From an optimization exercise on the open Yosys and OpenROAD flow, aimed at small area, a short achievable clock period and few clock cycles; shortcuts taken in it are not production practice. Function was checked by simulation only, so behaviour that the tests miss may differ from the original. Power is estimated from default activity; no workload was simulated.

==> inputs of job 747 <==
## matrix_mult
module matrix_mult #(parameter DW = 8, m = 8, n = 8)(
    input clk,
    input reset,
    input [DW-1:0] data_in,
    input start,
    output [2*DW-1:0] data_out,
    output reg done
);
  localparam S = 3;
  localparam LAST = 186 + S;
  reg [7:0] cnt;
  wire idle = (cnt == 8'd0) || (cnt == LAST);
  always @(posedge clk) begin
    if (reset)
      cnt <= 8'd0;
    else if (idle)
      cnt <= start ? 8'd1 : 8'd0;
    else
      cnt <= cnt + 8'd1;
  end
  always @(posedge clk) begin
    if (reset)
      done <= 1'b0;
    else
      done <= (cnt >= 122 + S) && (cnt <= 185 + S);
  end
  reg load_a, load_row;
  reg [7:0] load_b;
  wire [6:0] bidx = cnt[6:0] - 7'd1;    
  integer lb;
  always @(posedge clk) begin
    load_a <= (cnt >= 8'd1) && (cnt <= 8'd64);
    load_row <= (cnt[2:0] == 3'd1);
    for (lb = 0; lb < 8; lb = lb + 1)
      load_b[lb] <= (cnt >= 8'd65) && (cnt <= 8'd128) && (bidx[5:3] == lb);
  end
  reg [7:0] ar [0:63];
  integer p;
  always @(posedge clk) begin
    ar[0] <= load_a ? data_in : ar[63];
    for (p = 1; p < 64; p = p + 1)
      ar[p] <= ar[p-1];
  end
  wire [8:0] psum [0:3];
  reg [4:0] plo [0:3];
  genvar pg, pb;
  generate for (pg = 0; pg < 4; pg = pg + 1) begin : pa
    wire [3:0] xl = ar[54 - 2*pg][3:0];
    wire [3:0] yl = ar[53 - 2*pg][3:0];
    wire [3:0] xh = ar[55 - 2*pg][7:4];
    wire [3:0] yh = ar[54 - 2*pg][7:4];
    wire [4:0] cl, ch;
    wire [3:0] sl;
    csa_ha u_hl (.a(xl[0]), .b(yl[0]), .s(sl[0]), .co(cl[1]));
    for (pb = 1; pb < 4; pb = pb + 1) begin : fl
  ...
make LEC_CHECK=0 CAP_MARGIN=20 CORE_MARGIN=2 CORE_UTILIZATION=65 CTS_BUF_LIST='sky130_fd_sc_hd__clkbuf_8 sky130_fd_sc_hd__clkbuf_16' CTS_CLUSTER_DIAMETER=80 CTS_CLUSTER_SIZE=30 PLACE_DENSITY=0.75 SETUP_SLACK_MARGIN=5 SLEW_MARGIN=20 SYNTH_HIERARCHICAL=1 SYNTH_MINIMUM_KEEP_SIZE=0 finish   # period 8.0 ns
run.sh (not shown) runs the stock make flow with config.mk's settings and CLKGATE_MAP_FILE= SYNTH_SCRIPT=/design/flow/synth_recipe.tcl, a recipe that flattens the netlist after the stock synthesis.
==> job 4428 (differences from job 747) <==
==> flow/flow/run.sh (new file) <==
#!/bin/bash
set -euo pipefail
sed 's/SETUP_SLACK_MARGIN=[0-9.]*/SETUP_SLACK_MARGIN=5.15/' standard.sh > standard_tight.sh
grep -q 'SETUP_SLACK_MARGIN=5.15' standard_tight.sh
bash standard_tight.sh > standard_tight.log 2>&1
==> flow/standard.sh (new file) <==
#!/bin/bash
# synth_recipe.tcl (not shown) runs the flow's synth.tcl, then flattens the netlist and writes it again
# the make line also repeats each setting of config.mk as NAME=value (left out here)
make -C /OpenROAD-flow-scripts/flow DESIGN_CONFIG=/design/flow/config.mk WORK_HOME=/design/flow/orfs CLKGATE_MAP_FILE= SYNTH_SCRIPT=/design/flow/synth_recipe.tcl "${@:-finish}"
--- a/flow/config.mk
+++ b/flow/config.mk
@@ -10,5 +10,5 @@
 export CORE_UTILIZATION = 65
-export CTS_BUF_LIST = sky130_fd_sc_hd__clkbuf_8 sky130_fd_sc_hd__clkbuf_16
+export CTS_BUF_LIST = sky130_fd_sc_hd__clkbuf_16
 export CTS_CLUSTER_DIAMETER = 80
-export CTS_CLUSTER_SIZE = 30
+export CTS_CLUSTER_SIZE = 25
 export PLACE_DENSITY = 0.75
removed: flow/run.sh
==> run summary <==
Switching Share: job 747 0.2203; job 4428 0.2204
Layout filler cell count: job 747 3,579; job 4428 3,434
Startpoint of the tightest hold check path: job 747 bl[58][1]; job 4428 bl[10][2]
R2R Setup Slk: job 747 4.99 ns; job 4428 4.91 ns
Run status: job 747 complete, no violations; job 4428 complete, no violations
Setup slack at placement: job 747 4.881 ns; job 4428 4.876 ns
Sequential cell power: job 747 7.41 mW; job 4428 7.39 mW
All-layer global routing usage: job 747 0.3011; job 4428 0.3270
Clock transition at the registers of the reported paths: job 747 0.11 ns; job 4428 0.10 ns
Combined area of the multi-input logic cells: job 747 0.01101 mm^2; job 4428 0.01138 mm^2
Critical Path Source: job 747 bl[40][1]; job 4428 bl[32][6]
Data-path buffer share of cell area in the final layout: job 747 0.006698; job 4428 0.01390
Gp weighted congestion: job 747 1.015; job 4428 1.087
Clock Network Area Fraction: job 747 0.04142; job 4428 0.04116
Sequential group share of total power: job 747 0.681; job 4428 0.671
Testbench counts of job 747, summed over its fixed seeds: cycles 6,056.
Testbench counts of job 4428, summed over its fixed seeds: cycles 6,056.

==> job 2175: inputs <==
Starting RTL as in the previous note.
export LEC_CHECK = 0
export CAP_MARGIN = 20
export CORE_MARGIN = 2
export CORE_UTILIZATION = 65
export CTS_BUF_LIST = sky130_fd_sc_hd__clkbuf_16
export CTS_CLUSTER_DIAMETER = 80
export CTS_CLUSTER_SIZE = 30
export PLACE_DENSITY = 0.75
export SETUP_SLACK_MARGIN = 5
export SLEW_MARGIN = 20
export SYNTH_HIERARCHICAL = 1
export SYNTH_MINIMUM_KEEP_SIZE = 0
create_clock -name core_clock -period 8.0 [get_ports {clk}]
Stock flow here: none of the scripts above is used.
==> inputs of job 5601, as changes to job 2175 <==
- CTS_CLUSTER_SIZE: 30 -> 25
==> comparison table <==
metric                                                                                                  job 5601                 job 2175
Status                                                                                   complete, no violations  complete, no violations
Number of clock buffer instances in the layout                                                                66                       56
Clock transition at the register clock pins on the worst setup and hold paths after CTS                  0.10 ns                  0.11 ns
Vias per Instance                                                                                           6.19                     6.19
Vias                                                                                                       19600                    19500
CTS H-Tree Depth                                                                                               3                        2
Min Clock Period, post-route                                                                             3.03 ns                  3.01 ns
First-pass GRT wire length                                                                             133000 µm                133000 µm
Slew @ Worst Pin                                                                                        0.982 ns                 0.987 ns
Area Growth Syn to Fin                                                                                     8.33%                    7.82%
Global routing usage on met1                                                                               0.410                    0.408
Flop-to-flop setup slack                                                                                 4.97 ns                  4.99 ns
WHS Endpoint                                                                                    ar[8][5]$_DFF_P_        bl[59][1]$_DFF_P_
Clk tree area frac                                                                                        0.0462                   0.0414
Highest routing layer actually used                                                                         met4                     met5
Data arrival, critical path                                                                              3.56 ns                  3.57 ns
Number of gates resized after cts                                                                             31                       40
Net count of the finished layout                                                                            2687                     2676
Total global-route track usage                                                                             0.304                    0.301
Fraction of standard cell area that is sequential                                                          0.654                    0.658
Met2 Resource Use GR                                                                                       0.486                    0.484
Count of filler cells inserted in the layout                                                                3584                     3579
Layout cells sized above 1                                                                                0.0906                   0.0894
Testbench counts of job 2175, summed over its fixed seeds: cycles 6,056.
Testbench counts of job 5601, summed over its fixed seeds: cycles 6,056.

==> afterwards: timing with drivers on the ports <==
Ports are ideal in the flow. The routed layouts listed here were re-timed in OpenROAD.
Step 1 sets driving cells, clkbuf_16 on the clock port and buf_2 on the other inputs (assumed; they add their load-dependent delay and slew).
Step 2 moves the port delays by t, midway between the first and last clock arrival at a register: inputs arrive t later, outputs are due t later. That takes back most of the time a late clock gives input paths.
a / b / c = ideal ports / drivers / drivers and shift; a / b = the first two.
run | t (ns) | slack for setup (ns) | latest minus earliest clock arrival (ns) | cell pins on the clock port's net
job 747 | 0.708 | 4.988 / 4.988 / 4.931 | 0.062 / 0.061 | 1
job 4428 | 0.720 | 4.908 / 4.908 / 4.866 | 0.080 / 0.080 | 1
job 2175 | 0.708 | 4.988 / 4.988 / 4.931 | 0.062 / 0.061 | 1
job 5601 | 0.695 | 4.973 / 4.973 / 4.969 | 0.038 / 0.039 | 1
After both steps every run listed still meets setup and hold.
